Background: an optimization exercise with open tools, aiming at small area, a short achievable clock period and few clock cycles. Do not read the settings as production practice.
Where RTL was checked, it was by simulation tests only, not by an equivalence proof against the original.
Only the layout flow was run in run 2; the RTL was not checked for function there.
No activity file was given, so power comes from the tool's default toggle rates.

==> flow/design.v (outline; a module is shown in full before it is edited, if it fits) <==
// module booth_enc4: 20 lines
// module mac_array_32x32: 10 lines
// module dot4_csa: 451 lines
// module post_process_array: 39 lines
// module qmul_csa: 302 lines
// module conv_engine_array: 210 lines
module conv_engine_array #(
    parameter int ROWS    = 4,
    parameter int COLS    = 4,
    parameter int SCALE_Q = 16
) (
    input  logic        clk,
    input  logic        rst_n,
    input  logic        start,
    input  logic [10:0] c_in,
    input  logic [10:0] c_out,
    input  logic [3:0]  kernel_size,
    output logic [12:0] patch_rd_addr,
    input  logic [COLS*8-1:0] patch_rd_data_wide,
    output logic [21:0] weight_rd_addr,
    input  logic [COLS*8-1:0] weight_rd_data_wide,
    output logic [8:0]  bias_rd_ch,
    input  logic signed [31:0] bias_rd_data,
    input  logic [15:0] scale,
    input  logic        skip_relu,
    output logic        out_valid,
    output logic [8:0]  out_ch_base,
    output logic [5:0]  out_count,
    output wire  [ROWS*8-1:0] out_data_flat,
    output wire  [ROWS*32-1:0] out_int32_flat,
    output logic        done
);
  // ...
==> flow/flow/run.sh <==
#!/bin/bash
# The standard layout (standard.sh: unchanged synthesis, floorplan, place,
# CTS, route) with these changes to how it is made:
#  - repair_timing is asked for extra setup slack, so that the achieved period
#    is pushed below the constraint;
#  - the port buffers that buffer_ports inserts are plain buffers (buf_1,
#    which repair may upsize) rather than the delay cells it picks by default;
#  - CTS inserts no dummy load cells and clusters up to 30 sinks per leaf buffer.
set -euo pipefail
bash standard.sh SETUP_SLACK_MARGIN=9.6 \
  "BUFFER_PORTS_ARGS=-buffer_cell sky130_fd_sc_hd__buf_1" \
  "CTS_ARGS=-sink_clustering_enable -repair_clock_nets -dont_use_dummy_load -sink_clustering_size 30 -sink_clustering_max_diameter 80" \
  finish > standard_flow.log 2>&1
==> flow/standard.sh <==
#!/bin/bash
# synth_recipe.tcl (not shown) runs the flow's synth.tcl, then flattens the netlist and writes it again
# the make line also repeats each setting of config.mk as NAME=value (left out here)
make -C /OpenROAD-flow-scripts/flow DESIGN_CONFIG=/design/flow/config.mk WORK_HOME=/design/flow/orfs CLKGATE_MAP_FILE= SYNTH_SCRIPT=/design/flow/synth_recipe.tcl "${@:-finish}"
==> flow/config.mk <==
export PLATFORM = sky130hd
export DESIGN_NAME = conv_engine_array
export DESIGN_NICKNAME = conv_engine_array
export VERILOG_FILES = /design/flow/design.v
export SDC_FILE = /design/flow/constraint.sdc
export NUM_CORES = 4
export LEC_CHECK = 0
export CAP_MARGIN = 20
export CORE_MARGIN = 2
export CORE_UTILIZATION = 35
export PLACE_DENSITY = 0.6
export SLEW_MARGIN = 20
==> flow/constraint.sdc <==
create_clock -name core_clock -period 13.5 [get_ports {clk}]
set_input_delay 2.7000 -clock core_clock [delete_from_list [all_inputs] [get_ports {clk}]]
set_output_delay 2.7000 -clock core_clock [all_outputs]
set_load 0.01 [all_outputs]
==> impl_metrics.py, run 1 <==
metrics = {
    "routing": {
        "drt-total-wl_um": 80800,
        "via_count": 21200,
        "drc": 0,
        "wl_met3_um": 3890,
    },
    "critical_path": {
        "critPathTopFamily": "adder cells",
        "slowest_stage": "fa_1",
        "crit_cells": 13,
    },
    "yosys": {
        "synth_mux_area_frac": 0.0134,
        "yosysTopAreaCellShare": 0.241,
        "synth_edf_count": 161,
        "synth_area_leaders": "dfxtp_1, edfxtp_1, fa_1, ha_1, xnor2_1",
        "ys_ff_latch": 541,
        "synth.distinct_cells": 83,
        "avgSynthCellArea_um2": 10.5,
        "ys_seq_area_frac": 0.409,
    },
    "timing": {
        "slew_violations": 0,
        "layout_setup_ws_ns": 9.46,
        "fin_hold_ws_ns": 0.301,
        "setup_tns_ns": 0,
    },
    "layout": {
        "regMostFlops": "o32",
        "largest_cell_class": "multi-input combinational cells",
        "synthToLayoutAreaGrowth_pct": 15.8,
    },
    "die": {
        "tap_cells": 1155,
        "core_mm2": 0.0866,
    },
    "global_routing": {
        "grt.overflow.total": 0,
        "track_usage": 0.175,
        "grt_pass1_vias": 21100,
    },
    "pwr": {
        "seq_power_uw": 2160,
    },
    "outcome": {
        "status": "timing/DRC/antenna clean",
    },
    "worst_hold_path": {
        "worstHoldEndpoint": "bias_q[11]",
    },
    "clock_tree": {
        "numCtsBuffers": 38,
        "post_cts_buffers": 53,
    },
}
Testbench counts, summed over its fixed seeds: cycles 14,476.
==> module conv_engine_array, before the edit <==
module conv_engine_array #(
    parameter int ROWS    = 4,
    parameter int COLS    = 4,
    parameter int SCALE_Q = 16
) (
    input  logic        clk,
    input  logic        rst_n,
    input  logic        start,
    input  logic [10:0] c_in,
    input  logic [10:0] c_out,
    input  logic [3:0]  kernel_size,
    output logic [12:0] patch_rd_addr,
    input  logic [COLS*8-1:0] patch_rd_data_wide,
    output logic [21:0] weight_rd_addr,
    input  logic [COLS*8-1:0] weight_rd_data_wide,
    output logic [8:0]  bias_rd_ch,
    input  logic signed [31:0] bias_rd_data,
    input  logic [15:0] scale,
    input  logic        skip_relu,
    output logic        out_valid,
    output logic [8:0]  out_ch_base,
    output logic [5:0]  out_count,
    output wire  [ROWS*8-1:0] out_data_flat,
    output wire  [ROWS*32-1:0] out_int32_flat,
    output logic        done
);
    logic [8:0]  cin_q;
    logic        k3_q;
    logic [8:0]  coutm1_q;       
    logic [10:0] lastq_q;        
    logic [1:0]  rlast_q;        
    wire  [13:0] nm1 = (k3_q ? ({cin_q, 3'b000} + {5'd0, cin_q}) : {5'd0, cin_q}) - 14'd1;
    always_ff @(posedge clk) begin
        cin_q    <= c_in[8:0];
        k3_q     <= (kernel_size == 4'd3);
        coutm1_q <= c_out[8:0] - 9'd1;
        lastq_q  <= nm1[12:2];
        rlast_q  <= nm1[1:0];
    end
    logic        run;
    logic [10:0] pos;            
    logic [8:0]  och;            
    logic [21:0] waddr;
    logic [2:0]  gcnt;           
    logic        first_cyc;      
    wire f_last   = first_cyc ? (~k3_q & (cin_q <= 9'd4)) : (pos == lastq_q);
    wire f_lastch = (och == coutm1_q);
    wire f_space  = (och[1:0] == 2'd0 && och != 9'd0) ? (gcnt == 3'd5) : (gcnt >= 3'd3);
    wire f_go     = run & (~f_last | f_space);    
    assign weight_rd_addr = waddr;
    assign patch_rd_addr  = {pos, 2'b00};
    always_ff @(posedge clk or negedge rst_n) begin
        if (!rst_n) begin
            run       <= 1'b0;
            first_cyc <= 1'b0;
        end else begin
            first_cyc <= start;
            if (start)
                run <= 1'b1;
            else if (f_go && f_last && f_lastch)
                run <= 1'b0;
        end
    end
    always_ff @(posedge clk) begin
        if (start) begin
            pos   <= 11'd0;
            och   <= 9'd0;
            waddr <= 22'd0;
            gcnt  <= 3'd0;
        end else if (f_go) begin
            if (f_last) begin
                pos   <= 11'd0;
                och   <= och + 9'd1;
                waddr <= waddr + {19'd0, {1'b0, rlast_q} + 3'd1};
                gcnt  <= 3'd0;
            end else begin
                pos   <= pos + 11'd1;
                waddr <= waddr + 22'd4;
                if (gcnt != 3'd5) gcnt <= gcnt + 3'd1;
            end
        end else if (gcnt != 3'd5) begin
            gcnt <= gcnt + 3'd1;
        end
    end
    logic        d_v, d_first, d_last, d_end;
    logic [31:0] d_w;
    logic [15:0] d_one, d_two, d_neg;    
    wire  [31:0] a_m;
    wire  [15:0] e_one, e_two, e_neg;
    genvar gj;
    generate
        for (gj = 0; gj < 4; gj++) begin : g_am
            assign a_m[gj*8 +: 8] = (f_go && (!f_last || gj <= rlast_q)) ?
                                    patch_rd_data_wide[gj*8 +: 8] : 8'd0;
        end
    endgenerate
    booth_enc4 u_enc (.a(a_m), .one(e_one), .two(e_two), .neg(e_neg));
    always_ff @(posedge clk or negedge rst_n) begin
        if (!rst_n) d_v <= 1'b0;
        else        d_v <= f_go;
    end
    always_ff @(posedge clk) begin
        d_first <= f_go & (pos == 11'd0);
        d_last  <= f_last;
        d_end   <= f_last & f_lastch;
        d_w     <= weight_rd_data_wide;
        d_one   <= e_one;
        d_two   <= e_two;
        d_neg   <= e_neg;
    end
    logic        s_v, s_first, s_last, s_end;
    logic [17:0] s_s, s_c;
    logic [31:0] bias_d, bias_q;
    wire  [17:0] dot_s, dot_c;
    mac_array_32x32 u_dot (.w(d_w), .one(d_one), .two(d_two), .neg(d_neg), .s(dot_s), .c(dot_c));
    assign bias_rd_ch = och;
    always_ff @(posedge clk or negedge rst_n) begin
        if (!rst_n) s_v <= 1'b0;
        else        s_v <= d_v;
    end
    always_ff @(posedge clk) begin
        s_first <= d_first;
        s_last  <= d_last;
        s_end   <= d_end;
        s_s     <= dot_s;
        s_c     <= dot_c;
        bias_d  <= bias_rd_data;
        bias_q  <= bias_d + {4'hf, ~lastq_q, 17'd0};
    end
    logic        a_v, a_end;
    logic [1:0]  alane, a_lane;
    logic signed [31:0] acc;
    always_ff @(posedge clk or negedge rst_n) begin
        if (!rst_n) a_v <= 1'b0;
        else        a_v <= s_v & s_last;
    end
    always_ff @(posedge clk) begin
        if (start)
            alane <= 2'd0;
        else if (s_v && s_last)
            alane <= alane + 2'd1;
        a_end  <= s_end;
        a_lane <= alane;
        acc <= (s_first ? bias_q : acc) + {14'd0, s_s & {18{s_v}}} + {14'd0, s_c & {18{s_v}}};
    end
    logic        r_end;
    logic [1:0]  r_lane;
    logic signed [31:0] r;
    logic [4:0]  qs;             
    always_ff @(posedge clk or negedge rst_n) begin
        if (!rst_n) qs <= 4'd0;
        else        qs <= {qs[3:0], a_v};
    end
    always_ff @(posedge clk) begin
        if (a_v) begin
            r_end  <= a_end;
            r_lane <= a_lane;
            r      <= (skip_relu || !acc[31]) ? acc : ((acc >>> 3) - (acc >>> 5));
        end
    end
    wire signed [7:0] q;
    logic [3:0]  dig;            
    always_ff @(posedge clk)
        dig <= a_v   ? scale[3:0]   :
               qs[0] ? scale[7:4]   :
               qs[1] ? scale[11:8]  : scale[15:12];
    post_process_array u_q (.clk(clk), .qs(qs[3:0]), .dig(dig), .r(r), .snz(|scale), .q(q));
    logic [7:0]  o8  [0:ROWS-1];
    logic [31:0] o32 [0:ROWS-2];     
    logic [6:0]  tile;
    logic        q_end;
    logic [1:0]  q_lane;
    always_ff @(posedge clk or negedge rst_n) begin
        if (!rst_n) begin
            out_valid <= 1'b0;
            done      <= 1'b0;
        end else begin
            out_valid <= qs[4] & (q_end | (q_lane == 2'd3));
            done      <= qs[4] & q_end;
        end
    end
    always_ff @(posedge clk) begin
        if (start)
            tile <= 7'd0;
        else if (out_valid)
            tile <= tile + 7'd1;
        if (qs[3]) begin
            q_end  <= r_end;
            q_lane <= r_lane;
        end
        out_count <= q_end ? {3'd0, {1'b0, coutm1_q[1:0]} + 3'd1} : 6'd4;
        for (int l = 0; l < ROWS; l++) begin
            if (l < ROWS-1 && qs[3] && r_lane == l[1:0]) o32[l] <= r;
            if (l < ROWS-1 && qs[4] && q_lane == l[1:0]) o8[l]  <= q;
        end
        o8[ROWS-1] <= q;         
    end
    assign out_ch_base = {tile, 2'b00};
    genvar gl;
    generate
        for (gl = 0; gl < ROWS; gl++) begin : g_out
            assign out_data_flat[gl*8 +: 8]   = o8[gl];
            if (gl < ROWS-1) begin : g_o32
                assign out_int32_flat[gl*32 +: 32] = o32[gl];
            end else begin : g_r
                assign out_int32_flat[gl*32 +: 32] = r;
            end
        end
    endgenerate
endmodule
==> inputs of run 2 (changes only) <==
--- a/flow/design.v
+++ b/flow/design.v
@@ -955,23 +955,16 @@
         bias_q  <= bias_d + {4'hf, ~lastq_q, 17'd0};
     end
     logic        a_v, a_end;
-    logic [1:0]  alane, a_lane;
     logic signed [31:0] acc;
     always_ff @(posedge clk or negedge rst_n) begin
         if (!rst_n) a_v <= 1'b0;
         else        a_v <= s_v & s_last;
     end
     always_ff @(posedge clk) begin
-        if (start)
-            alane <= 2'd0;
-        else if (s_v && s_last)
-            alane <= alane + 2'd1;
         a_end  <= s_end;
-        a_lane <= alane;
         acc <= (s_first ? bias_q : acc) + {14'd0, s_s & {18{s_v}}} + {14'd0, s_c & {18{s_v}}};
     end
     logic        r_end;
-    logic [1:0]  r_lane;
     logic signed [31:0] r;
     logic [4:0]  qs;             
     always_ff @(posedge clk or negedge rst_n) begin
@@ -981,7 +974,6 @@
     always_ff @(posedge clk) begin
         if (a_v) begin
             r_end  <= a_end;
-            r_lane <= a_lane;
             r      <= (skip_relu || !acc[31]) ? acc : ((acc >>> 3) - (acc >>> 5));
         end
     end
@@ -996,29 +988,32 @@
     logic [31:0] o32 [0:ROWS-2];     
     logic [6:0]  tile;
     logic        q_end;
-    logic [1:0]  q_lane;
+    logic [1:0]  qlane;          
     always_ff @(posedge clk or negedge rst_n) begin
         if (!rst_n) begin
             out_valid <= 1'b0;
             done      <= 1'b0;
         end else begin
-            out_valid <= qs[4] & (q_end | (q_lane == 2'd3));
+            out_valid <= qs[4] & (q_end | (qlane == 2'd3));
             done      <= qs[4] & q_end;
         end
     end
     always_ff @(posedge clk) begin
         if (start)
+            qlane <= 2'd0;
+        else if (qs[4])
+            qlane <= qlane + 2'd1;
+        if (start)
             tile <= 7'd0;
         else if (out_valid)
             tile <= tile + 7'd1;
         if (qs[3]) begin
             q_end  <= r_end;
-            q_lane <= r_lane;
         end
         out_count <= q_end ? {3'd0, {1'b0, coutm1_q[1:0]} + 3'd1} : 6'd4;
         for (int l = 0; l < ROWS; l++) begin
-            if (l < ROWS-1 && qs[3] && r_lane == l[1:0]) o32[l] <= r;
-            if (l < ROWS-1 && qs[4] && q_lane == l[1:0]) o8[l]  <= q;
+            if (l < ROWS-1 && qs[3] && qlane == l[1:0]) o32[l] <= r;
+            if (l < ROWS-1 && qs[4] && qlane == l[1:0]) o8[l]  <= q;
         end
         o8[ROWS-1] <= q;         
     end
--- a/flow/flow/run.sh
+++ b/flow/flow/run.sh
@@ -7,7 +7,7 @@
 #    which repair may upsize) rather than the delay cells it picks by default;
 #  - CTS inserts no dummy load cells and clusters up to 30 sinks per leaf buffer.
 set -euo pipefail
-bash standard.sh SETUP_SLACK_MARGIN=9.6 \
+bash standard.sh SETUP_SLACK_MARGIN=9.5 \
   "BUFFER_PORTS_ARGS=-buffer_cell sky130_fd_sc_hd__buf_1" \
   "CTS_ARGS=-sink_clustering_enable -repair_clock_nets -dont_use_dummy_load -sink_clustering_size 30 -sink_clustering_max_diameter 80" \
   finish > standard_flow.log 2>&1
==> run 2 against run 1 <==
Count of clock-buffer cells in the layout shrank 1; die area fell by 0.63%; sequential cell count fell by 6; largest power group unchanged; first-iteration DRC count increased by 11%; critical endpoint is now o8[2][6]; highest routed layer unchanged.
==> impl_metrics.py, run 2 <==
metrics = {
    "routing": {
        "drc": 0,
        "drt-total-wl_um": 76800,
        "detail-route-antenna-nets": 0,
        "wire_per_inst_um": 17.6,
        "via_count": 21000,
        "drt_first_pass_iters": 8,
        "first_iter_violations": 1122,
        "vias_per_cell": 4.80,
    },
    "clock_tree": {
        "tritoncts": "done",
        "cts.path.max_buffers": 3,
        "htree_num_levels": 2,
        "cts.sink_count": 535,
        "numCtsBuffers": 37,
        "clk_pin_slew_ns": 0.07,
        "cts-hold-fix-buffers": 0,
        "insertion_delay_ns": 0.60,
        "cts_root_buf": "clkbuf_16",
    },
    "place": {
        "dpl.hpwl_um": 58500,
        "pre_cts_slack_ns": 8.97,
        "place_congestion": 0.881,
        "io_buffers": 351,
        "placedInstanceArea_mm2": 0.0327,
    },
    "yosys": {
        "synth_area_leaders": "dfxtp_1, edfxtp_1, fa_1, ha_1, xnor2_1",
        "synth_top_flop_cell": "dfxtp_1",
        "synth_most_common_cell": "dfxtp_1",
        "ys_ff_latch": 535,
        "synth_edf_count": 157,
        "synth.distinct_cells": 82,
        "synth_cells": 2897,
        "avgSynthCellArea_um2": 10.5,
        "synth_top_area_cell": "dfxtp_1",
        "syn_area_mm2": 0.0304,
        "ys_seq_area_frac": 0.407,
        "synth_common_cells": "dfxtp_1, inv_1, fa_1, nand2_1, xnor2_1",
        "yosysWarnings": 4,
        "yosysTopAreaCellShare": 0.241,
        "synth-async-reset-ratio": 0.0224,
    },
    "layout": {
        "nNetsFinal": 3730,
        "drive_gt1_frac": 0.0843,
        "final_common_cell": "buf_1",
        "mostFrequentLayoutCells": "buf_1, inv_1, dfxtp_1",
        "fillCellCount": 8510,
        "synthToLayoutAreaGrowth_pct": 13.7,
        "design_area_mm2": 0.0345,
        "regMostFlops": "o32",
        "largest_reg_flops": 96,
    },
    "job": {
        "drv_cap": 0,
    },
    "global_routing": {
        "track_usage": 0.168,
        "grt_pass1_vias": 21000,
        "antenna_found_initial": 10,
        "grt.overflow.total": 0,
        "grt_pass1_wl_um": 119000,
        "grt_max_degree": 62,
    },
    "timing": {
        "fin_crit_sh": 0.298,
        "skew_ns": 0.0770,
        "worst_pin_slew_ns": 1.12,
        "rsz0062_at_grt": "true",
        "min_period_ns": 4.02,
        "setup_violations": 0,
        "max_freq_mhz": 249,
        "slew_violations": 0,
        "fin_hold_ws_ns": 0.327,
        "hold_viol_final": 0,
        "slew_headroom": 0.250,
        "layout_setup_ws_ns": 9.48,
        "setup_tns_ns": 0,
    },
    "critical_path": {
        "rr_startpoint": "u_q.ui",
        "slowest_stage": "a2111oi_1",
        "cp-end-kind": "register",
        "max_stage_delay_ns": 0.61,
        "worstPathCellList": "inv_1 > fa_1 > nand2b_1 > a21o_1 > a21oi_2 > mux2i_1 > a2111oi_1 > o2111ai_1 > nor4_2 > a41oi_2 > o31ai_1",
        "crit_path_start_kind": "register",
        "crit_required_ns": 13.80,
        "crit_fanout": 7,
        "cp.arrival_ns": 4.32,
        "ff2ff_setup_slack_ns": 9.48,
        "rr_endpoint": "o8[2][6]",
        "ff2ff_path_depth": 11,
        "criticalPathCategory": "register to register",
    },
    "worst_hold_path": {
        "min_delay_path_depth": 0,
        "worstHoldEndpoint": "bias_q[15]",
        "hold_path.class": "register to register",
        "min-delay-start": "bias_d[15]",
    },
    "die": {
        "chipHeight_um": 299,
        "num_io_pins": 363,
        "initial_core_util": 0.352,
        "core_mm2": 0.0863,
        "dieArea_mm2": 0.0891,
        "row_count": 108,
        "die_w_um": 299,
    },
    "pwr": {
        "p_leak_uw": 0.0140,
        "ir_drop_mv": 0.136,
        "power.density_mw_per_mm2": 215,
    },
    "outcome": {
        "status": "timing/DRC/antenna clean",
    },
}
run 2: power by group:
part | switching [µW] | total, µW | internal [µW] | leakage (µW)
logic | 2400 | 4250 | 1850 | 0.00894
clock network | 535 | 1020 | 486 | 0.000456
registers | 181 | 2150 | 1970 | 0.00463
total | 3120 | 7430 | 4310 | 0.0140
run 2: cells by family after synthesis:
kind of cell	count (synthesis)	share of synthesized area
AOI/OAI and AO/OA	471	0.103
xor gates and xnor gates	315	0.0909
adders and majority gates	370	0.210
buffers and inverters	442	0.0558
DFF	535	0.407
muxes	38	0.0130
other	1	0.000124
and+or+nand+nor	725	0.120
run 2: layer usage:
layer,GRT usage,routed length (µm)
met4,0.0412,2000
met1,0.208,32300
met3,0.0279,3860
met2,0.304,38500
met5,0,95
run 2: how the worst max path moves through the flow:
stage                                to  startpoint  slack, ns  cells past startpoint
finish                         o8[2][6]      u_q.ui       9.48                     11
global route                   o8[2][6]      u_q.ui       9.35                     11
CTS                 out_int32_flat[116]       r[20]       9.43                      1
detailed placement              acc[30]     s_first       8.97                     13
global placement                acc[30]     s_first       8.98                     13
floorplan                       acc[21]     s_first       9.51                     17
run 2: worst max-delay path, delay by kind of cell (launching register included):
| family | cells | cell delay (ns) |
|---|---|---|
| compound gates | 6 | 2.29 |
| fa+ha+maj | 1 | 0.45 |
| simple gates | 2 | 0.42 |
| flops | 1 | 0.36 |
| mux | 1 | 0.12 |
| buf+inv | 1 | 0.09 |
run 2: cell type report:
cell class	instances	area, µm²	area share
inverters	305	1150	0.0333
repair buffers	413	1920	0.0558
flip-flops and latches	535	12500	0.363
well taps	1155	1450	0.0419
diodes	1	2.50	0.0000725
clock buffers	37	926	0.0268
multi-input cells	1926	16500	0.479
run 2: repair_timing:
action	4_1_cts	5_1_grt
setup buffers	35	13
setup endpoints to repair	82	78
cloned	0	1
gates resized for setup	91	100
pin swaps	4	27
run 2: stage by stage:
stage | total power [µW] | cells | util
after floorplan | 5330 | 2903 | -
after global placement | 6280 | 4285 | 0.379
after detailed placement | 6380 | 4285 | 0.379
after CTS | 7480 | 4357 | 0.395
after global routing | 8180 | 4371 | 0.400
final | 7430 | 4372 | 0.400
==> inputs of run 3 (changes only) <==
--- a/flow/design.v
+++ b/flow/design.v
@@ -937,32 +937,34 @@
     end
     logic        s_v, s_first, s_last, s_end;
     logic [17:0] s_s, s_c;
-    logic [31:0] bias_d, bias_q;
+    logic [8:0]  dch;            
+    logic [31:0] bias_q;
     wire  [17:0] dot_s, dot_c;
     mac_array_32x32 u_dot (.w(d_w), .one(d_one), .two(d_two), .neg(d_neg), .s(dot_s), .c(dot_c));
-    assign bias_rd_ch = och;
+    assign bias_rd_ch = dch;
     always_ff @(posedge clk or negedge rst_n) begin
         if (!rst_n) s_v <= 1'b0;
         else        s_v <= d_v;
     end
     always_ff @(posedge clk) begin
+        dch     <= och;
         s_first <= d_first;
         s_last  <= d_last;
         s_end   <= d_end;
         s_s     <= dot_s;
         s_c     <= dot_c;
-        bias_d  <= bias_rd_data;
-        bias_q  <= bias_d + {4'hf, ~lastq_q, 17'd0};
+        bias_q  <= bias_rd_data;
     end
     logic        a_v, a_end;
     logic signed [31:0] acc;
+    wire  [14:0] corr = s_first ? {4'hf, ~lastq_q} : 15'd0;
     always_ff @(posedge clk or negedge rst_n) begin
         if (!rst_n) a_v <= 1'b0;
         else        a_v <= s_v & s_last;
     end
     always_ff @(posedge clk) begin
         a_end  <= s_end;
-        acc <= (s_first ? bias_q : acc) + {14'd0, s_s & {18{s_v}}} + {14'd0, s_c & {18{s_v}}};
+        acc <= (s_first ? bias_q : acc) + {corr, s_s[16:0] & {17{s_v}}} + {14'd0, s_c & {18{s_v}}};
     end
     logic        r_end;
     logic signed [31:0] r;
--- a/flow/flow/run.sh
+++ b/flow/flow/run.sh
@@ -7,7 +7,7 @@
 #    which repair may upsize) rather than the delay cells it picks by default;
 #  - CTS inserts no dummy load cells and clusters up to 30 sinks per leaf buffer.
 set -euo pipefail
-bash standard.sh SETUP_SLACK_MARGIN=9.5 \
+bash standard.sh SETUP_SLACK_MARGIN=9.6 \
   "BUFFER_PORTS_ARGS=-buffer_cell sky130_fd_sc_hd__buf_1" \
   "CTS_ARGS=-sink_clustering_enable -repair_clock_nets -dont_use_dummy_load -sink_clustering_size 30 -sink_clustering_max_diameter 80" \
   finish > standard_flow.log 2>&1
==> run 3 against run 2 <==
Worst setup slack improved by 0.0017 ns; cell count shrank 3.3%; sequential share of layout area decreased by 0.73 points; utilization grew 0.78 points; clock power hardly changed; sequential cell count fell by 23; count of clock-buffer cells in the layout down 1; hold slack got worse by 0.033 ns; synthesized cell count shrank 3.2%; via count decreased by 3.1%.
==> impl_metrics.py, run 3 <==
metrics = {
    "outcome": {
        "status": "timing/DRC/antenna clean",
    },
    "yosys": {
        "synth_cells": 2805,
        "synth_top_area_cell": "dfxtp_1",
        "synth_edf_count": 157,
        "synth_compound_area_frac": 0.103,
        "avgSynthCellArea_um2": 10.5,
        "ys_ff_latch": 512,
        "ys_seq_area_frac": 0.403,
        "synthAdderAreaFrac": 0.222,
        "synth_mux_area_frac": 0.00878,
        "synth.distinct_cells": 72,
        "synth_most_common_cell": "dfxtp_1",
        "synth_common_cells": "dfxtp_1, inv_1, fa_1, nand2_1, xnor2_1",
        "synth-async-reset-ratio": 0.0234,
        "yosysTopAreaCellShare": 0.233,
        "yosysWarnings": 4,
        "synth-simple-area-share": 0.117,
        "synth_xor_area_frac": 0.0924,
        "synth_top_flop_cell": "dfxtp_1",
        "synth_area_leaders": "dfxtp_1, edfxtp_1, fa_1, ha_1, xnor2_1",
        "synth_top_family_by_area": "adder cells",
        "syn_area_mm2": 0.0295,
    },
    "worst_hold_path": {
        "hold_path.class": "register to register",
    },
    "timing": {
        "max_freq_mhz": 249,
        "min_period_ns": 4.02,
        "fin_crit_sh": 0.298,
        "setup_tns_ns": 0,
        "hold_viol_final": 0,
        "worst_pin_slew_ns": 1.14,
        "rsz0062_at_grt": "true",
        "slew_headroom": 0.238,
        "skew_ns": 0.0708,
        "slew_violations": 0,
        "setup_violations": 0,
    },
    "critical_path": {
        "crit_required_ns": 10.80,
        "crit_buf_inv": 1,
        "slowest_stage": "edfxtp_1",
        "cp-end-kind": "output port",
        "criticalPathCategory": "register to output port",
        "crit_fanout": 2,
        "cp.arrival_ns": 1.32,
        "worstPathCellList": "clkbuf_2",
        "max_stage_delay_ns": 0.53,
        "crit_path_start_kind": "register",
        "critPathTopFamily": "flip-flops",
    },
    "clock_tree": {
        "clk_pin_slew_ns": 0.11,
        "cts.sink_count": 512,
        "htree_num_levels": 2,
        "cts_root_buf": "clkbuf_16",
        "insertion_delay_ns": 0.60,
        "cts-hold-fix-buffers": 0,
        "cts.path.max_buffers": 3,
        "tritoncts": "done",
        "numCtsBuffers": 36,
    },
    "layout": {
        "largest_reg_flops": 96,
        "fillCellCount": 8192,
        "drive_gt1_frac": 0.119,
        "regArea_mm2": 0.0121,
        "final_common_cell": "buf_1",
        "regMostFlops": "o32",
        "design_area_mm2": 0.0340,
        "mostFrequentLayoutCells": "buf_1, dfxtp_1, inv_1",
        "layout.cells.non_filler": 4226,
        "nNetsFinal": 3674,
        "synthToLayoutAreaGrowth_pct": 15.4,
        "multiInputGateArea_mm2": 0.0165,
    },
    "place": {
        "placedInstanceArea_mm2": 0.0318,
        "io_buffers": 351,
        "placedCellCount": 4124,
        "dpl.hpwl_um": 57800,
        "place_congestion": 0.914,
    },
    "die": {
        "dieArea_mm2": 0.0866,
        "initial_core_util": 0.353,
        "core_mm2": 0.0836,
        "chipHeight_um": 294,
        "die_w_um": 294,
        "row_count": 106,
        "num_io_pins": 363,
    },
    "global_routing": {
        "antenna_found_initial": 11,
        "grt_max_degree": 61,
        "grt.overflow.total": 0,
        "grt_pass1_vias": 20400,
        "grt_pass1_wl_um": 117000,
        "track_usage": 0.174,
    },
    "job": {
        "drv_cap": 0,
    },
    "pwr": {
        "p_leak_uw": 0.0140,
        "power.density_mw_per_mm2": 220,
        "ir_drop_mv": 0.122,
        "power.switching_uw": 3140,
        "combPwrFrac": 0.590,
        "seqPwrFrac": 0.278,
        "totalPowerFinal_uw": 7470,
        "intPower_uw": 4330,
        "swShare": 0.420,
        "p_clk_frac": 0.132,
    },
    "routing": {
        "via_count": 20300,
        "drt_first_pass_iters": 5,
        "drc": 0,
        "first_iter_violations": 968,
        "detail-route-antenna-nets": 0,
        "vias_per_cell": 4.81,
        "drt-total-wl_um": 76500,
        "wire_per_inst_um": 18.1,
    },
}
-- run 3: cell count changes after synthesis, sizes merged, moves of 13 or more --
cell and change:
dfxtp -23, a21oi -13, or3 -13, ha +16, inv -21, o21ai +19
nor2 -15, nand2 +13
-- run 3: final timing paths --
kind | startpoint | endpoint | slack [ns] | cells after the start
setup reg to reg | d_one[8] | s_c[9] | 9.60 | 9
hold / removal | s_end | a_end | 0.29 | 0
hold reg to reg | s_end | a_end | 0.29 | 0
max in group asynchronous | rst_n | out_valid | 10.99 | 2
setup / recovery | r[1] | out_int32_flat[97] | 9.48 | 1
min in group asynchronous | rst_n | d_v | 2.03 | 1
-- run 3: power by group through the flow --
stage                     registers, µW  clock network (µW)  logic, µW
final                              2080                 986       4410
after global routing               2100                1080       5100
after CTS                          2080                1030       4280
after detailed placement           2110                   0       4200
after global placement             2110                   0       4110
after floorplan                    2020                   0       3250
-- run 3: cell type report --
cell class	instances	area share
Inverter	284	0.0316
Sequential cell	512	0.355
Antenna cell	1	0.0000735
Timing Repair Buffer	429	0.0607
Clock buffer	36	0.0265
Multi-Input combinational cell	1884	0.486
Tap cell	1080	0.0397
-- run 3: kinds of logic after synthesis --
family | Yosys count
AOI/OAI and AO/OA | 462
xor gates and xnor gates | 311
adders and majority gates | 385
buffers and inverters | 415
DFF | 512
muxes | 25
other | 1
and+or+nand+nor | 694
-- run 3: layer usage --
layer  GRT usage  up-vias  wire length, µm
li1            -     9943                -
met4      0.0361       14             1480
met3      0.0279       97             3240
met5           0        -               86
met1       0.214     9879            32500
met2       0.319      386            39300
-- run 3: what timing repair did --
| action | 4_1_cts | 5_1_grt |
|---|---|---|
| pin swaps | 26 | 67 |
| buffers inserted | 50 | 14 |
| endpoints found under the setup margin | 110 | 106 |
| gates resized for setup | 182 | 128 |
-- run 3: through the flow --
step                hold WS [ns]  utilization  worst slack [ns]
CTS                        0.295        0.401              9.47
global placement           0.313        0.380              8.94
finish                     0.294        0.407              9.48
detailed placement         0.312        0.380              8.97
floorplan                  0.310            -              9.60
global route               0.301        0.407              9.45
Testbench counts of run 3, summed over its fixed seeds: cycles 14,476.
==> inputs of run 4 (changes only) <==
--- a/flow/flow/run.sh
+++ b/flow/flow/run.sh
@@ -7,7 +7,7 @@
 #    which repair may upsize) rather than the delay cells it picks by default;
 #  - CTS inserts no dummy load cells and clusters up to 30 sinks per leaf buffer.
 set -euo pipefail
-bash standard.sh SETUP_SLACK_MARGIN=9.6 \
+bash standard.sh SETUP_SLACK_MARGIN=9.4 \
   "BUFFER_PORTS_ARGS=-buffer_cell sky130_fd_sc_hd__buf_1" \
   "CTS_ARGS=-sink_clustering_enable -repair_clock_nets -dont_use_dummy_load -sink_clustering_size 30 -sink_clustering_max_diameter 80" \
   finish > standard_flow.log 2>&1
==> run 4 against run 3 <==
Worst setup slack got worse by 0.0070 ns; cell area fell by 2.6%; largest cell class unchanged; clock skew is 0.015 ns higher; count of clock-buffer cells in the layout shrank 1; critical endpoint is now s_c[8]; combinational power is 4% lower; register-to-register slack lost 0.12 ns; routed wire length shrank 2.2%; still clean on timing, DRC and antenna; die area is the same; cell count shrank 0.83%; clock power decreased by 2%; area after synthesis is the same.
==> impl_metrics.py, run 4 <==
metrics = {
    "global_routing": {
        "grt_max_degree": 61,
        "antenna_found_initial": 12,
        "grt.overflow.total": 0,
        "track_usage": 0.171,
        "grt_pass1_vias": 20300,
        "grt_pass1_wl_um": 115000,
    },
    "die": {
        "core_mm2": 0.0836,
        "dieArea_mm2": 0.0866,
        "initial_core_util": 0.353,
        "num_io_pins": 363,
        "chipHeight_um": 294,
        "row_count": 106,
        "die_w_um": 294,
    },
    "layout": {
        "final_common_cell": "buf_1",
        "design_area_mm2": 0.0332,
        "drive_gt1_frac": 0.0627,
        "nNetsFinal": 3638,
        "synthToLayoutAreaGrowth_pct": 12.4,
        "mostFrequentLayoutCells": "buf_1, dfxtp_1, inv_1",
        "largest_reg_flops": 96,
        "regArea_mm2": 0.0120,
        "fillCellCount": 8225,
        "multiInputGateArea_mm2": 0.0162,
        "regMostFlops": "o32",
    },
    "place": {
        "placedInstanceArea_mm2": 0.0318,
        "io_buffers": 351,
        "place_congestion": 0.916,
        "dpl.hpwl_um": 58200,
    },
    "yosys": {
        "ys_ff_latch": 512,
        "synth.distinct_cells": 72,
        "synth-async-reset-ratio": 0.0234,
        "synth_area_leaders": "dfxtp_1, edfxtp_1, fa_1, ha_1, xnor2_1",
        "synth_top_flop_cell": "dfxtp_1",
        "synth_edf_count": 157,
        "ys_seq_area_frac": 0.403,
        "avgSynthCellArea_um2": 10.5,
        "synth_top_area_cell": "dfxtp_1",
        "yosysTopAreaCellShare": 0.233,
        "synth_cells": 2805,
        "synth_common_cells": "dfxtp_1, inv_1, fa_1, nand2_1, xnor2_1",
        "syn_area_mm2": 0.0295,
        "synth_most_common_cell": "dfxtp_1",
        "yosysWarnings": 4,
    },
    "critical_path": {
        "slowest_stage": "fa_1",
        "max_stage_delay_ns": 0.59,
        "worst_path_most_repeated_cell": "fa_1",
        "cp-end-kind": "register",
        "cp.arrival_ns": 4.46,
        "critPathTopFamily": "adder cells",
        "crit_path_start_kind": "register",
        "crit_fanout": 8,
        "criticalPathCategory": "register to register",
        "worstPathCellList": "a22oi_1 > xor2_1 > fa_1 > inv_1 > fa_1 > inv_1 > fa_1 > fa_1 > fa_1 > inv_1 > fa_1",
        "crit_buf_inv": 3,
        "crit_required_ns": 13.93,
    },
    "outcome": {
        "status": "timing/DRC/antenna clean",
    },
    "clock_tree": {
        "numCtsBuffers": 35,
        "insertion_delay_ns": 0.60,
        "htree_num_levels": 2,
        "cts-hold-fix-buffers": 0,
        "cts.sink_count": 512,
        "tritoncts": "done",
        "cts_root_buf": "clkbuf_16",
        "clk_pin_slew_ns": 0.11,
        "cts.path.max_buffers": 3,
    },
    "worst_hold_path": {
        "hold_path.class": "register to register",
    },
    "routing": {
        "vias_per_cell": 4.79,
        "wire_per_inst_um": 17.9,
        "detail-route-antenna-nets": 0,
        "drt-total-wl_um": 74900,
        "drc": 0,
        "drt_first_pass_iters": 5,
        "via_count": 20100,
        "first_iter_violations": 938,
    },
    "timing": {
        "max_freq_mhz": 248,
        "fin_crit_sh": 0.298,
        "slew_violations": 0,
        "worst_pin_slew_ns": 1.05,
        "rsz0062_at_grt": "true",
        "hold_viol_final": 0,
        "setup_violations": 0,
        "skew_ns": 0.0860,
        "setup_tns_ns": 0,
        "slew_headroom": 0.300,
        "min_period_ns": 4.02,
    },
    "pwr": {
        "p_leak_uw": 0.0136,
        "ir_drop_mv": 0.126,
        "power.density_mw_per_mm2": 220,
    },
    "job": {
        "drv_cap": 0,
    },
}
-- run 4: path summary, 6_finish.rpt --
check | start | to | slack, ns | cells after the start
setup / recovery | d_w[10] | s_c[8] | 9.48 | 11
hold / removal | d_end | s_end | 0.31 | 0
setup reg to reg | d_w[10] | s_c[8] | 9.48 | 11
hold reg to reg | d_end | s_end | 0.31 | 0
max in group asynchronous | rst_n | a_v | 10.56 | 1
min in group asynchronous | rst_n | qs[1] | 2.23 | 1
-- run 4: cell type report --
cell class              instances  area share
multi-input cells            1884       0.488
inverters                     284      0.0322
repair buffers                394      0.0506
flip-flops and latches        512       0.361
diodes                          2    0.000151
well taps                    1080      0.0408
clock buffers                  35      0.0264
-- run 4: kinds of logic (layout without fill, tap and decap cells) --
logic type | Yosys count | count (layout) | share of synthesized area
buffers and inverters | 415 | 713 | 0.0538
adders and majority gates | 385 | 385 | 0.222
DFF | 512 | 512 | 0.403
AOI/OAI and AO/OA | 462 | 462 | 0.103
muxes | 25 | 25 | 0.00878
and+or+nand+nor | 694 | 694 | 0.117
xor gates and xnor gates | 311 | 311 | 0.0924
other | 1 | 9 | 0.000127
-- run 4: power breakdown --
| part | switching [µW] | total, µW | internal [µW] |
|---|---|---|---|
| clock | 510 | 971 | 460 |
| combinational | 2390 | 4250 | 1860 |
| sequential | 167 | 2070 | 1910 |
| total | 3070 | 7300 | 4230 |
-- run 4: metrics by stage --
| step | util | setup WS [ns] | power, µW | cells | hold WS, ns |
|---|---|---|---|---|---|
| floorplan | - | 9.42 | 5260 | 2811 | 0.310 |
| global placement | 0.380 | 8.68 | 6220 | 4123 | 0.312 |
| detailed placement | 0.380 | 8.69 | 6330 | 4123 | 0.312 |
| CTS | 0.394 | 9.27 | 7340 | 4181 | 0.318 |
| global route | 0.397 | 9.25 | 8080 | 4190 | 0.314 |
| finish | 0.397 | 9.48 | 7300 | 4191 | 0.310 |
-- run 4: layer usage --
metal	vias to the layer above	GRT usage	part of all wire	wire, µm
li1	9854	-	-	-
met1	9703	0.211	0.42	31800
met2	413	0.311	0.51	38100
met3	84	0.0313	0.049	3680
met4	18	0.0345	0.017	1250
met5	-	0	0.0015	112
-- run 4: timing repair --
| action | 4_1_cts | 5_1_grt |
|---|---|---|
| cloned | 0 | 1 |
| setup buffers | 23 | 6 |
| pin swaps | 1 | 7 |
| setup endpoints to repair | 41 | 61 |
| gates resized for setup | 33 | 70 |
==> inputs of run 5 (changes only) <==
--- a/flow/flow/run.sh
+++ b/flow/flow/run.sh
@@ -7,7 +7,7 @@
 #    which repair may upsize) rather than the delay cells it picks by default;
 #  - CTS inserts no dummy load cells and clusters up to 30 sinks per leaf buffer.
 set -euo pipefail
-bash standard.sh SETUP_SLACK_MARGIN=9.4 \
+bash standard.sh SETUP_SLACK_MARGIN=9.5 \
   "BUFFER_PORTS_ARGS=-buffer_cell sky130_fd_sc_hd__buf_1" \
   "CTS_ARGS=-sink_clustering_enable -repair_clock_nets -dont_use_dummy_load -sink_clustering_size 30 -sink_clustering_max_diameter 80" \
   finish > standard_flow.log 2>&1
==> run 5 against run 4 <==
Routed wire length rose by 2.0%; critical endpoint is now out_int32_flat[97]; synthesized cell count stayed put; critical path depth down 10; cell area is 1.5% higher; register-to-register slack improved by 0.07 ns; critical path type is now register to output port; largest cell class unchanged; via count is 1.0% higher.
==> impl_metrics.py, run 5 <==
metrics = {
    "yosys": {
        "synth_top_flop_cell": "dfxtp_1",
        "synth_edf_count": 157,
        "avgSynthCellArea_um2": 10.5,
        "synth_common_cells": "dfxtp_1, inv_1, fa_1, nand2_1, xnor2_1",
        "yosysTopAreaCellShare": 0.233,
        "synth_area_leaders": "dfxtp_1, edfxtp_1, fa_1, ha_1, xnor2_1",
        "synth_cells": 2805,
        "syn_area_mm2": 0.0295,
        "synth_top_area_cell": "dfxtp_1",
        "synth.distinct_cells": 72,
        "ys_seq_area_frac": 0.403,
        "yosysWarnings": 4,
        "ys_ff_latch": 512,
        "synth-async-reset-ratio": 0.0234,
        "synth_most_common_cell": "dfxtp_1",
    },
    "die": {
        "dieArea_mm2": 0.0866,
        "core_mm2": 0.0836,
        "initial_core_util": 0.353,
        "die_w_um": 294,
        "num_io_pins": 363,
        "chipHeight_um": 294,
        "row_count": 106,
    },
    "clock_tree": {
        "cts.sink_count": 512,
        "numCtsBuffers": 35,
        "clk_pin_slew_ns": 0.10,
        "cts_root_buf": "clkbuf_16",
        "cts.path.max_buffers": 3,
        "insertion_delay_ns": 0.59,
        "tritoncts": "done",
        "cts-hold-fix-buffers": 0,
        "htree_num_levels": 2,
    },
    "pwr": {
        "p_clk_frac": 0.133,
        "power.density_mw_per_mm2": 218,
        "swShare": 0.419,
        "intPower_uw": 4260,
        "p_leak_uw": 0.0138,
        "ir_drop_mv": 0.122,
        "power.switching_uw": 3080,
        "seqPwrFrac": 0.283,
        "combPwrFrac": 0.584,
    },
    "worst_hold_path": {
        "hold_path.class": "register to register",
        "min-delay-start": "d_v",
        "worstHoldEndpoint": "s_v",
        "min_delay_path_depth": 0,
    },
    "routing": {
        "drc": 0,
        "wl_met3_um": 3830,
        "wl_met1_um": 31600,
        "wl_met2_um": 39000,
        "detail-route-antenna-nets": 0,
        "wire_per_inst_um": 18.1,
        "first_iter_violations": 871,
        "drt_first_pass_iters": 5,
        "via_count": 20300,
        "top_layer_used": "met5",
        "drt-total-wl_um": 76400,
        "vias_per_cell": 4.80,
    },
    "layout": {
        "design_area_mm2": 0.0336,
        "multiInputGateArea_mm2": 0.0163,
        "largest_reg_flops": 96,
        "nNetsFinal": 3665,
        "mostFrequentLayoutCells": "buf_1, dfxtp_1, inv_1",
        "layout.cells.non_filler": 4220,
        "fillCellCount": 8255,
        "synthToLayoutAreaGrowth_pct": 14.1,
        "drive_gt1_frac": 0.0867,
        "regArea_mm2": 0.0120,
        "regMostFlops": "o32",
        "final_common_cell": "buf_1",
    },
    "global_routing": {
        "track_usage": 0.173,
        "grt_pass1_wl_um": 116000,
        "grt.overflow.total": 0,
        "antenna_found_initial": 13,
        "grt_max_degree": 61,
        "grt_pass1_vias": 20500,
    },
    "place": {
        "place_congestion": 0.914,
        "io_buffers": 351,
        "placedCellCount": 4126,
        "pre_cts_slack_ns": 8.66,
        "placedInstanceArea_mm2": 0.0318,
        "dpl.hpwl_um": 58400,
    },
    "timing": {
        "slew_violations": 0,
        "skew_ns": 0.0810,
        "setup_violations": 0,
        "fin_crit_sh": 0.296,
        "max_freq_mhz": 250,
        "min_period_ns": 3.99,
        "setup_tns_ns": 0,
        "worst_pin_slew_ns": 0.966,
        "slew_headroom": 0.356,
        "rsz0062_at_grt": "true",
        "fin_hold_ws_ns": 0.295,
        "layout_setup_ws_ns": 9.51,
        "hold_viol_final": 0,
    },
    "critical_path": {
        "cp.arrival_ns": 1.29,
        "ff2ff_path_depth": 14,
        "max_stage_delay_ns": 0.53,
        "crit_buf_inv": 1,
        "rr_endpoint": "acc[31]",
        "critPathTopFamily": "flip-flops",
        "criticalPathCategory": "register to output port",
        "worstPathCellList": "buf_1",
        "cp-end-kind": "output port",
        "ff2ff_setup_slack_ns": 9.55,
        "crit_path_start_kind": "register",
        "crit_fanout": 2,
        "crit_required_ns": 10.80,
        "rr_startpoint": "s_v",
        "slowest_stage": "edfxtp_1",
    },
    "outcome": {
        "status": "timing/DRC/antenna clean",
    },
    "job": {
        "drv_cap": 0,
    },
}
==> run 5: changes by cell type in the layout (fill, tap and decap cells not counted), sizes merged <==
cell / before / now
buf: 392 / 416
clkbuf: 37 / 39
diode: 2 / 4
bufbuf: 0 / 1
clkinv: 1 / 0
inv: 283 / 284
==> run 5: timing repair <==
action                     in CTS  in global routing
gates resized for setup       103                 82
setup endpoints to repair      79                 75
pin swaps                       6                 29
hold endpoints to repair        0                  0
buffers inserted               34                 19
cloned                          1                  0
==> run 5: per-layer routing <==
metal  up-vias  global-route usage
met5         -                   0
met4        18              0.0462
met3       114              0.0311
met2       433               0.315
met1      9800               0.208
li1       9912                   -
==> run 5: cell type report <==
| cell class | instances | area share |
|---|---|---|
| Antenna cell | 4 | 0.000298 |
| Timing Repair Buffer | 421 | 0.0590 |
| Tap cell | 1080 | 0.0402 |
| Inverter | 284 | 0.0318 |
| Clock buffer | 35 | 0.0260 |
| Multi-Input combinational cell | 1884 | 0.485 |
| Sequential cell | 512 | 0.358 |
==> run 5: worst max-delay path by stage <==
stage	start	to	depth (start not counted)
2_1_floorplan	d_neg[2]	s_c[10]	12
3_3_place_gp	s_first	acc[31]	14
3_5_place_dp	s_first	acc[31]	14
4_1_cts	s_v	acc[31]	15
5_1_grt	s_v	acc[31]	14
6_report	r[1]	out_int32_flat[97]	1
==> run 5: kinds of logic (layout without fill, tap and decap cells) <==
| group | Yosys count | after routing | synth area share |
|---|---|---|---|
| simple gates | 694 | 694 | 0.117 |
| flops | 512 | 512 | 0.403 |
| compound gates | 462 | 462 | 0.103 |
| buf+inv | 415 | 740 | 0.0538 |
| fa+ha+maj | 385 | 385 | 0.222 |
| xor+xnor | 311 | 311 | 0.0924 |
| mux | 25 | 25 | 0.00878 |
| other cells | 1 | 11 | 0.000127 |
==> run 5: stage by stage <==
| stage | power, µW | util |
|---|---|---|
| floorplan | 5260 | - |
| global placement | 6220 | 0.381 |
| detailed placement | 6300 | 0.381 |
| CTS | 7330 | 0.397 |
| global route | 8110 | 0.403 |
| finish | 7330 | 0.403 |
==> run 5: power by group through the flow <==
stage / Clock, µW / Combinational [µW] / Sequential [µW]
global route: 1060 / 4950 / 2100
CTS: 1020 / 4240 / 2080
detailed placement: 0 / 4180 / 2110
finish: 973 / 4280 / 2080
global placement: 0 / 4110 / 2110
floorplan: 0 / 3240 / 2020
==> inputs of run 6 (changes only) <==
--- a/flow/config.mk
+++ b/flow/config.mk
@@ -8,5 +8,5 @@
 export CAP_MARGIN = 20
 export CORE_MARGIN = 2
 export CORE_UTILIZATION = 35
-export PLACE_DENSITY = 0.6
+export PLACE_DENSITY = 0.5
 export SLEW_MARGIN = 20
==> run 6 against run 5 <==
Highest routed layer unchanged; still clean on timing, DRC and antenna; clock power grew 2%; critical path depth did not move; sequential share of layout area rose by 0.22 points; critical path type unchanged; sequential cell count did not move.
==> impl_metrics.py, run 6 <==
metrics = {
    "die": {
        "core_mm2": 0.0836,
        "die_w_um": 294,
        "row_count": 106,
        "initial_core_util": 0.353,
        "chipHeight_um": 294,
        "dieArea_mm2": 0.0866,
        "num_io_pins": 363,
    },
    "yosys": {
        "synth_top_flop_cell": "dfxtp_1",
        "synth_area_leaders": "dfxtp_1, edfxtp_1, fa_1, ha_1, xnor2_1",
        "synth_edf_count": 157,
        "yosysTopAreaCellShare": 0.233,
        "ys_seq_area_frac": 0.403,
        "yosysWarnings": 4,
        "synth_most_common_cell": "dfxtp_1",
        "synth_cells": 2805,
        "synth_top_area_cell": "dfxtp_1",
        "synth-async-reset-ratio": 0.0234,
        "synth_common_cells": "dfxtp_1, inv_1, fa_1, nand2_1, xnor2_1",
        "synth.distinct_cells": 72,
        "ys_ff_latch": 512,
        "avgSynthCellArea_um2": 10.5,
        "syn_area_mm2": 0.0295,
    },
    "clock_tree": {
        "numCtsBuffers": 36,
        "insertion_delay_ns": 0.61,
        "tritoncts": "done",
        "cts.path.max_buffers": 3,
        "htree_num_levels": 2,
        "clk_pin_slew_ns": 0.09,
        "cts_root_buf": "clkbuf_16",
        "cts.sink_count": 512,
    },
    "pwr": {
        "intPower_uw": 4290,
        "power.density_mw_per_mm2": 223,
        "totalPowerFinal_uw": 7480,
        "p_clk_frac": 0.132,
        "seqPwrFrac": 0.279,
        "combPwrFrac": 0.589,
        "swShare": 0.427,
        "power.switching_uw": 3190,
        "p_leak_uw": 0.0137,
        "ir_drop_mv": 0.118,
    },
    "layout": {
        "fillCellCount": 8234,
        "nNetsFinal": 3647,
        "multiInputGateArea_mm2": 0.0163,
        "synthToLayoutAreaGrowth_pct": 13.6,
        "final_common_cell": "buf_1",
        "largest_reg_flops": 96,
        "mostFrequentLayoutCells": "buf_1, inv_1, dfxtp_1",
        "drive_gt1_frac": 0.0811,
        "final_core_util": 0.401,
        "regMostFlops": "o32",
        "regArea_mm2": 0.0120,
        "design_area_mm2": 0.0335,
    },
    "critical_path": {
        "max_stage_delay_ns": 0.53,
        "cp.arrival_ns": 1.32,
        "criticalPathCategory": "register to output port",
        "crit_cells": 1,
        "cp-end-kind": "output port",
        "critPathTopFamily": "flip-flops",
        "crit_required_ns": 10.80,
        "rr_endpoint": "s_c[11]",
        "crit_buf_inv": 1,
        "slowest_stage": "edfxtp_1",
        "crit_fanout": 2,
        "worstPathCellList": "clkbuf_2",
        "ff2ff_path_depth": 9,
        "crit_path_start_kind": "register",
        "ff2ff_setup_slack_ns": 9.53,
        "rr_startpoint": "d_two[3]",
    },
    "routing": {
        "drt_first_pass_iters": 7,
        "first_iter_violations": 904,
        "vias_per_cell": 4.87,
        "via_count": 20500,
        "drt-total-wl_um": 80700,
        "wire_per_inst_um": 19.2,
        "drc": 0,
        "detail-route-antenna-nets": 0,
    },
    "place": {
        "place_congestion": 0.888,
        "placedInstanceArea_mm2": 0.0317,
        "pre_cts_slack_ns": 8.98,
        "io_buffers": 351,
        "dpl.hpwl_um": 62100,
    },
    "global_routing": {
        "antenna_found_initial": 7,
        "grt_pass1_vias": 21200,
        "grt.overflow.total": 0,
        "grt_pass1_wl_um": 123000,
        "track_usage": 0.184,
        "grt_max_degree": 61,
    },
    "worst_hold_path": {
        "hold_path.class": "register to register",
        "min-delay-start": "s_end",
        "worstHoldEndpoint": "a_end",
        "min_delay_path_depth": 0,
    },
    "timing": {
        "rsz0062_at_grt": "true",
        "setup_violations": 0,
        "hold_viol_final": 0,
        "min_period_ns": 4.02,
        "slew_headroom": 0.276,
        "worst_pin_slew_ns": 1.09,
        "slew_violations": 0,
        "setup_tns_ns": 0,
        "max_freq_mhz": 249,
        "layout_setup_ws_ns": 9.48,
        "fin_crit_sh": 0.298,
        "skew_ns": 0.107,
    },
    "outcome": {
        "status": "timing/DRC/antenna clean",
    },
    "job": {
        "drv_cap": 0,
    },
}
[run 6: cell counts after synthesis]
Identical to the previous run, type by type.
[run 6: area by class of cell]
type                    instances  area share
clock buffers                  36      0.0269
multi-input cells            1884       0.488
repair buffers                402      0.0533
diodes                          3    0.000224
flip-flops and latches        512       0.360
inverters                     284      0.0319
well taps                    1080      0.0403
[run 6: power groups by stage]
stage	combinational, µW	clock, µW	sequential (µW)
2_1_floorplan	3240	0	2020
3_3_place_gp	4290	0	2120
3_5_place_dp	4340	0	2120
4_1_cts	4390	1040	2090
5_1_grt	5070	1080	2110
6_report	4410	988	2080
[run 6: repair_timing]
item | CTS | global route
setup endpoints to repair | 71 | 75
gates resized for setup | 86 | 94
pin swaps | 2 | 26
buffers inserted | 33 | 10
hold buffers | 0 | 0
[run 6: how the worst max path moves through the flow]
stage,startpoint,endpoint
floorplan,d_neg[2],s_c[10]
global placement,s_first,acc[31]
detailed placement,s_first,acc[31]
CTS,r[2],out_int32_flat[98]
global route,s_first,acc[31]
finish,r[3],out_int32_flat[99]
[run 6: cell families (layout without fill, tap and decap cells)]
family	count (synthesis)	count (layout)	share of synthesized area
mux	25	25	0.00878
xor+xnor	311	311	0.0924
other cells	1	10	0.000127
compound gates	462	462	0.103
simple gates	694	694	0.117
flops	512	512	0.403
fa+ha+maj	385	385	0.222
buf+inv	415	722	0.0538
[run 6: layer usage]
metal,vias up,wire (µm),track usage
met5,-,40,0
met4,6,1940,0.0464
met3,102,3060,0.0243
met2,409,42600,0.346
met1,10100,33000,0.218
li1,9867,-,-
[run 6: stage by stage]
stage / instances / hold slack [ns]
global placement: 4118 / 0.315
CTS: 4187 / 0.317
floorplan: 2811 / 0.310
detailed placement: 4118 / 0.312
finish: 4201 / 0.313
global route: 4200 / 0.319
==> inputs of run 7 (changes only) <==
--- a/flow/config.mk
+++ b/flow/config.mk
@@ -8,5 +8,5 @@
 export CAP_MARGIN = 20
 export CORE_MARGIN = 2
 export CORE_UTILIZATION = 35
-export PLACE_DENSITY = 0.5
+export PLACE_DENSITY = 0.7
 export SLEW_MARGIN = 20
==> run 7 against run 6 <==
Via count increased by 0.52%; die area unchanged; combinational power decreased by 2%; still clean on timing, DRC and antenna; worst setup slack improved by 0.012 ns; routed wire length decreased by 6.9%; sequential share of layout area decreased by 0.15 points.
==> impl_metrics.py, run 7 <==
metrics = {
    "job": {
        "drv_cap": 0,
    },
    "timing": {
        "min_period_ns": 4.01,
        "rsz0062_at_grt": "true",
        "slew_headroom": 0.269,
        "skew_ns": 0.0902,
        "hold_viol_final": 0,
        "setup_violations": 0,
        "worst_pin_slew_ns": 1.09,
        "layout_setup_ws_ns": 9.49,
        "fin_crit_sh": 0.297,
        "fin_hold_ws_ns": 0.319,
        "slew_violations": 0,
        "max_freq_mhz": 249,
        "setup_tns_ns": 0,
    },
    "critical_path": {
        "crit_buf_inv": 1,
        "max_stage_delay_ns": 0.53,
        "crit_required_ns": 10.80,
        "worstPathCellList": "buf_1",
        "crit_path_start_kind": "register",
        "critPathTopFamily": "flip-flops",
        "crit_fanout": 2,
        "slowest_stage": "edfxtp_1",
        "ff2ff_path_depth": 12,
        "cp.arrival_ns": 1.31,
        "criticalPathCategory": "register to output port",
        "rr_startpoint": "d_one[1]",
        "cp-end-kind": "output port",
        "rr_endpoint": "s_c[10]",
        "ff2ff_setup_slack_ns": 9.54,
    },
    "global_routing": {
        "use_met2": 0.299,
        "grt-busiest-layer": "met2",
        "grt.overflow.total": 0,
        "use_met3": 0.0339,
        "antenna_found_initial": 12,
        "met1_usage": 0.212,
        "grt_max_degree": 61,
        "grt_pass1_wl_um": 115000,
        "grt_pass1_vias": 20500,
        "track_usage": 0.171,
    },
    "layout": {
        "largest_reg_flops": 96,
        "final_common_cell": "buf_1",
        "regMostFlops": "o32",
        "mostFrequentLayoutCells": "buf_1, inv_1, dfxtp_1",
        "drive_gt1_frac": 0.0853,
        "nNetsFinal": 3659,
        "synthToLayoutAreaGrowth_pct": 14.0,
    },
    "routing": {
        "detail-route-antenna-nets": 0,
        "vias_per_cell": 4.89,
        "drc": 0,
        "wire_per_inst_um": 17.8,
        "first_iter_violations": 1009,
        "via_count": 20600,
        "drt_first_pass_iters": 5,
        "drt-total-wl_um": 75100,
    },
    "clock_tree": {
        "clk_pin_slew_ns": 0.11,
        "cts.path.max_buffers": 3,
        "cts.sink_count": 512,
        "cts_root_buf": "clkbuf_16",
        "htree_num_levels": 2,
        "numCtsBuffers": 35,
        "insertion_delay_ns": 0.59,
        "tritoncts": "done",
    },
    "pwr": {
        "totalPowerFinal_uw": 7360,
        "intPower_uw": 4270,
        "power.switching_uw": 3090,
        "combPwrFrac": 0.586,
        "power.density_mw_per_mm2": 219,
        "swShare": 0.420,
        "p_leak_uw": 0.0138,
        "p_clk_frac": 0.132,
        "seqPwrFrac": 0.282,
        "ir_drop_mv": 0.128,
    },
    "yosys": {
        "yosysWarnings": 4,
        "yosysTopAreaCellShare": 0.233,
        "synth_top_area_cell": "dfxtp_1",
        "synth_area_leaders": "dfxtp_1, edfxtp_1, fa_1, ha_1, xnor2_1",
        "synth_most_common_cell": "dfxtp_1",
        "synth_top_flop_cell": "dfxtp_1",
        "ys_ff_latch": 512,
        "syn_area_mm2": 0.0295,
        "ys_seq_area_frac": 0.403,
        "synth_common_cells": "dfxtp_1, inv_1, fa_1, nand2_1, xnor2_1",
        "synth_cells": 2805,
        "synth.distinct_cells": 72,
        "synth_edf_count": 157,
        "synth-async-reset-ratio": 0.0234,
        "avgSynthCellArea_um2": 10.5,
    },
    "place": {
        "place_congestion": 0.932,
        "io_buffers": 351,
        "pre_cts_slack_ns": 8.87,
        "dpl.hpwl_um": 56800,
    },
    "worst_hold_path": {
        "min_delay_path_depth": 0,
        "min-delay-start": "d_first",
        "worstHoldEndpoint": "s_first",
        "hold_path.class": "register to register",
    },
    "die": {
        "dieArea_mm2": 0.0866,
        "row_count": 106,
        "num_io_pins": 363,
        "core_mm2": 0.0836,
        "die_w_um": 294,
        "initial_core_util": 0.353,
        "chipHeight_um": 294,
    },
    "outcome": {
        "status": "timing/DRC/antenna clean",
    },
}
## run 7: power by group through the flow
stage	Sequential [µW]	Clock (µW)	Combinational (µW)
after CTS	2080	1010	4250
final	2080	972	4310
after global routing	2100	1060	4990
after floorplan	2020	0	3240
after global placement	2110	0	4060
after detailed placement	2110	0	4170
## run 7: worst max path at each step
stage | startpoint | endpoint | slack, ns | cells past startpoint
floorplan | d_neg[2] | s_c[10] | 9.52 | 12
global route | d_one[1] | s_c[10] | 9.43 | 12
finish | r[5] | out_int32_flat[101] | 9.49 | 1
CTS | s_first | acc[31] | 9.37 | 16
detailed placement | s_first | acc[31] | 8.87 | 16
global placement | s_first | acc[31] | 8.89 | 16
## run 7: routing by layer
metal	part of all wire	up-vias
met5	0.0011	-
li1	-	9906
met3	0.065	124
met2	0.49	596
met4	0.030	12
met1	0.41	9941
## run 7: cells by family after synthesis
family | share of synthesized area
compound gates | 0.103
xor+xnor | 0.0924
fa+ha+maj | 0.222
buf+inv | 0.0538
flops | 0.403
mux | 0.00878
other cells | 0.000127
simple gates | 0.117
## run 7: what timing repair did
| action | CTS | global route |
|---|---|---|
| hold buffers | 0 | 0 |
| endpoints found under the hold margin | 0 | 0 |
| setup buffers | 36 | 13 |
| gates resized for setup | 94 | 94 |
| endpoints found under the setup margin | 74 | 77 |
| gates cloned | 2 | 0 |
| pin swaps | 6 | 26 |
## run 7: final cells by class
type / instances / area [µm²]
antenna: 2 / 5.00
sequential: 512 / 12000
tap: 1080 / 1350
fill: 8060 / 49900
clock buffer: 35 / 876
timing repair buffer: 415 / 1940
inverter: 284 / 1070
multi-input combinational: 1884 / 16300
## run 7: per-stage QoR
step / std cells / instance area (µm²) / util
finish: 4212 / 33600 / 0.402
global route: 4212 / 33600 / 0.402
CTS: 4197 / 33200 / 0.397
detailed placement: 4124 / 31800 / 0.380
global placement: 4124 / 31800 / 0.380
floorplan: 2811 / 29500 / -
==> inputs of run 8 (changes only) <==
--- a/flow/config.mk
+++ b/flow/config.mk
@@ -5,8 +5,8 @@
 export SDC_FILE = /design/flow/constraint.sdc
 export NUM_CORES = 4
 export LEC_CHECK = 0
-export CAP_MARGIN = 20
+export CAP_MARGIN = 5
 export CORE_MARGIN = 2
 export CORE_UTILIZATION = 35
-export PLACE_DENSITY = 0.7
-export SLEW_MARGIN = 20
+export PLACE_DENSITY = 0.6
+export SLEW_MARGIN = 5
==> run 8 against run 7 <==
Register-to-register slack about the same; cell count increased by 0.14%; area after synthesis unchanged; sequential cell count unchanged; critical path depth unchanged; power decreased by 0.35%; hold slack got worse by 0.025 ns; fmax increased by 0.58%; cell area about the same; worst setup slack improved by 0.023 ns; first-iteration DRC count decreased by 9.1%; critical path type unchanged; largest power group unchanged.
==> impl_metrics.py, run 8 <==
metrics = {
    "yosys": {
        "synth_compound_area_frac": 0.103,
        "syn_area_mm2": 0.0295,
        "synth_edf_count": 157,
        "yosysWarnings": 4,
        "synthAdderAreaFrac": 0.222,
        "synth-async-reset-ratio": 0.0234,
        "ys_seq_area_frac": 0.403,
        "synth-simple-area-share": 0.117,
        "yosysTopAreaCellShare": 0.233,
        "synth_top_family_by_area": "adder cells",
        "synth.distinct_cells": 72,
        "synth_common_cells": "dfxtp_1, inv_1, fa_1, nand2_1, xnor2_1",
        "synth_top_area_cell": "dfxtp_1",
        "synth_most_common_cell": "dfxtp_1",
        "synth_cells": 2805,
        "synth_area_leaders": "dfxtp_1, edfxtp_1, fa_1, ha_1, xnor2_1",
        "synth_top_flop_cell": "dfxtp_1",
        "synth_mux_area_frac": 0.00878,
        "synth_xor_area_frac": 0.0924,
        "avgSynthCellArea_um2": 10.5,
        "ys_ff_latch": 512,
    },
    "timing": {
        "max_freq_mhz": 251,
        "setup_violations": 0,
        "min_period_ns": 3.99,
        "rsz0062_at_grt": "true",
        "hold_viol_final": 0,
        "slew_headroom": 0.241,
        "fin_hold_ws_ns": 0.295,
        "worst_pin_slew_ns": 1.14,
        "skew_ns": 0.0816,
        "layout_setup_ws_ns": 9.51,
        "setup_tns_ns": 0,
        "fin_crit_sh": 0.295,
        "slew_violations": 0,
    },
    "die": {
        "row_count": 106,
        "num_io_pins": 363,
        "initial_core_util": 0.353,
        "chipHeight_um": 294,
        "dieArea_mm2": 0.0866,
        "core_mm2": 0.0836,
        "die_w_um": 294,
    },
    "critical_path": {
        "critPathTopFamily": "flip-flops",
        "cp.arrival_ns": 1.29,
        "crit_required_ns": 10.80,
        "worstPathCellList": "clkbuf_2",
        "crit_buf_inv": 1,
        "crit_path_start_kind": "register",
        "rr_startpoint": "s_v",
        "ff2ff_setup_slack_ns": 9.55,
        "slowest_stage": "edfxtp_1",
        "rr_endpoint": "acc[31]",
        "ff2ff_path_depth": 14,
        "cp-end-kind": "output port",
        "criticalPathCategory": "register to output port",
        "max_stage_delay_ns": 0.52,
        "crit_fanout": 2,
    },
    "global_routing": {
        "grt.overflow.total": 0,
        "grt_pass1_wl_um": 116000,
        "antenna_found_initial": 13,
        "grt_max_degree": 61,
        "track_usage": 0.173,
        "grt_pass1_vias": 20500,
    },
    "pwr": {
        "ir_drop_mv": 0.122,
        "swShare": 0.419,
        "power.density_mw_per_mm2": 218,
        "intPower_uw": 4260,
        "seqPwrFrac": 0.283,
        "combPwrFrac": 0.584,
        "totalPowerFinal_uw": 7340,
        "p_clk_frac": 0.133,
        "p_leak_uw": 0.0138,
        "power.switching_uw": 3080,
    },
    "routing": {
        "detail-route-antenna-nets": 0,
        "via_count": 20200,
        "drt_first_pass_iters": 5,
        "drt-total-wl_um": 76300,
        "first_iter_violations": 917,
        "wire_per_inst_um": 18.1,
        "vias_per_cell": 4.80,
        "drc": 0,
    },
    "layout": {
        "multiInputGateArea_mm2": 0.0163,
        "largest_reg_flops": 96,
        "regMostFlops": "o32",
        "synthToLayoutAreaGrowth_pct": 14.0,
        "fillCellCount": 8255,
        "regArea_mm2": 0.0120,
        "mostFrequentLayoutCells": "buf_1, dfxtp_1, inv_1",
        "final_common_cell": "buf_1",
        "drive_gt1_frac": 0.0861,
        "nNetsFinal": 3664,
        "final_core_util": 0.402,
    },
    "clock_tree": {
        "tritoncts": "done",
        "numCtsBuffers": 35,
        "clk_pin_slew_ns": 0.10,
        "cts.path.max_buffers": 3,
        "cts_root_buf": "clkbuf_16",
        "cts.sink_count": 512,
        "insertion_delay_ns": 0.59,
        "htree_num_levels": 2,
        "cts-hold-fix-buffers": 0,
    },
    "place": {
        "io_buffers": 351,
        "dpl.hpwl_um": 58400,
        "place_congestion": 0.914,
        "pre_cts_slack_ns": 8.66,
    },
    "worst_hold_path": {
        "worstHoldEndpoint": "s_v",
        "min_delay_path_depth": 0,
        "min-delay-start": "d_v",
        "hold_path.class": "register to register",
    },
    "job": {
        "drv_cap": 0,
    },
    "outcome": {
        "status": "timing/DRC/antenna clean",
    },
}
-- run 8: cell counts after synthesis --
Identical to the previous run, type by type.
-- run 8: worst reg2reg max path, stage by stage, from the launching register on --
cell	delay [ns]
dfrtp_4	0.52
buf_12	0.15
and2_1	0.14
fa_1	0.45
ha_1	0.39
a21oi_2	0.21
a21oi_1	0.09
a311o_1	0.33
a22o_1	0.20
a41o_2	0.28
o41ai_4	0.32
o2111ai_2	0.20
a31o_1	0.25
a21oi_1	0.20
xnor2_1	0.13
-- run 8: logic make-up (layout without fill, tap and decap cells) --
| group | Yosys count | in the layout |
|---|---|---|
| AND/OR/NAND/NOR | 694 | 694 |
| flip-flops | 512 | 512 |
| buffers and inverters | 415 | 739 |
| multiplexers | 25 | 25 |
| AO/OA/AOI/OAI | 462 | 462 |
| XOR/XNOR | 311 | 311 |
| adder cells (fa/ha/maj) | 385 | 385 |
| other | 1 | 10 |
-- run 8: stage by stage --
stage | instances | instance area, µm²
after detailed placement | 4126 | 31800
after global routing | 4218 | 33600
final | 4218 | 33600
after CTS | 4196 | 33200
after global placement | 4126 | 31800
after floorplan | 2811 | 29500
-- run 8: power groups by stage --
| stage | sequential (µW) | clock [µW] | combinational (µW) |
|---|---|---|---|
| after CTS | 2080 | 1020 | 4240 |
| after global placement | 2110 | 0 | 4110 |
| after global routing | 2100 | 1060 | 4950 |
| after detailed placement | 2110 | 0 | 4180 |
| final | 2080 | 973 | 4290 |
| after floorplan | 2020 | 0 | 3240 |
-- run 8: repair_timing --
action,in CTS,in global routing
hold endpoints to repair,0,0
pin swaps,6,29
cloned,1,0
buffers inserted,34,19
setup endpoints to repair,79,75
gates resized for setup,103,82
-- run 8: worst max path at each step --
| stage | start | slack [ns] | depth (start not counted) | endpoint |
|---|---|---|---|---|
| global route | s_v | 9.38 | 14 | acc[31] |
| global placement | s_first | 8.68 | 14 | acc[31] |
| detailed placement | s_first | 8.66 | 14 | acc[31] |
| floorplan | d_neg[2] | 9.52 | 12 | s_c[10] |
| CTS | s_v | 9.34 | 15 | acc[31] |
| finish | r[3] | 9.51 | 1 | out_int32_flat[99] |
-- run 8: area by class of cell --
cell class / instances / share of cell area
antenna: 3 / 0.000223
inverter: 284 / 0.0318
sequential: 512 / 0.358
tap: 1080 / 0.0402
timing repair buffer: 420 / 0.0587
clock buffer: 35 / 0.0260
multi-input combinational: 1884 / 0.485
-- run 8: metal layers --
| layer | up-vias | part of all wire | GRT usage |
|---|---|---|---|
| met3 | 108 | 0.050 | 0.0311 |
| met2 | 444 | 0.51 | 0.315 |
| met1 | 9749 | 0.41 | 0.208 |
| met5 | - | 0.0015 | 0 |
| li1 | 9915 | - | - |
| met4 | 18 | 0.024 | 0.0462 |

Check on run 8: ideal ports give 9.514 ns setup slack; a clkbuf_16 on the clock port and buf_2 on the inputs give 9.452 ns; moving port delays by the midpoint clock arrival (0.608 ns) as well gives 9.338 ns.
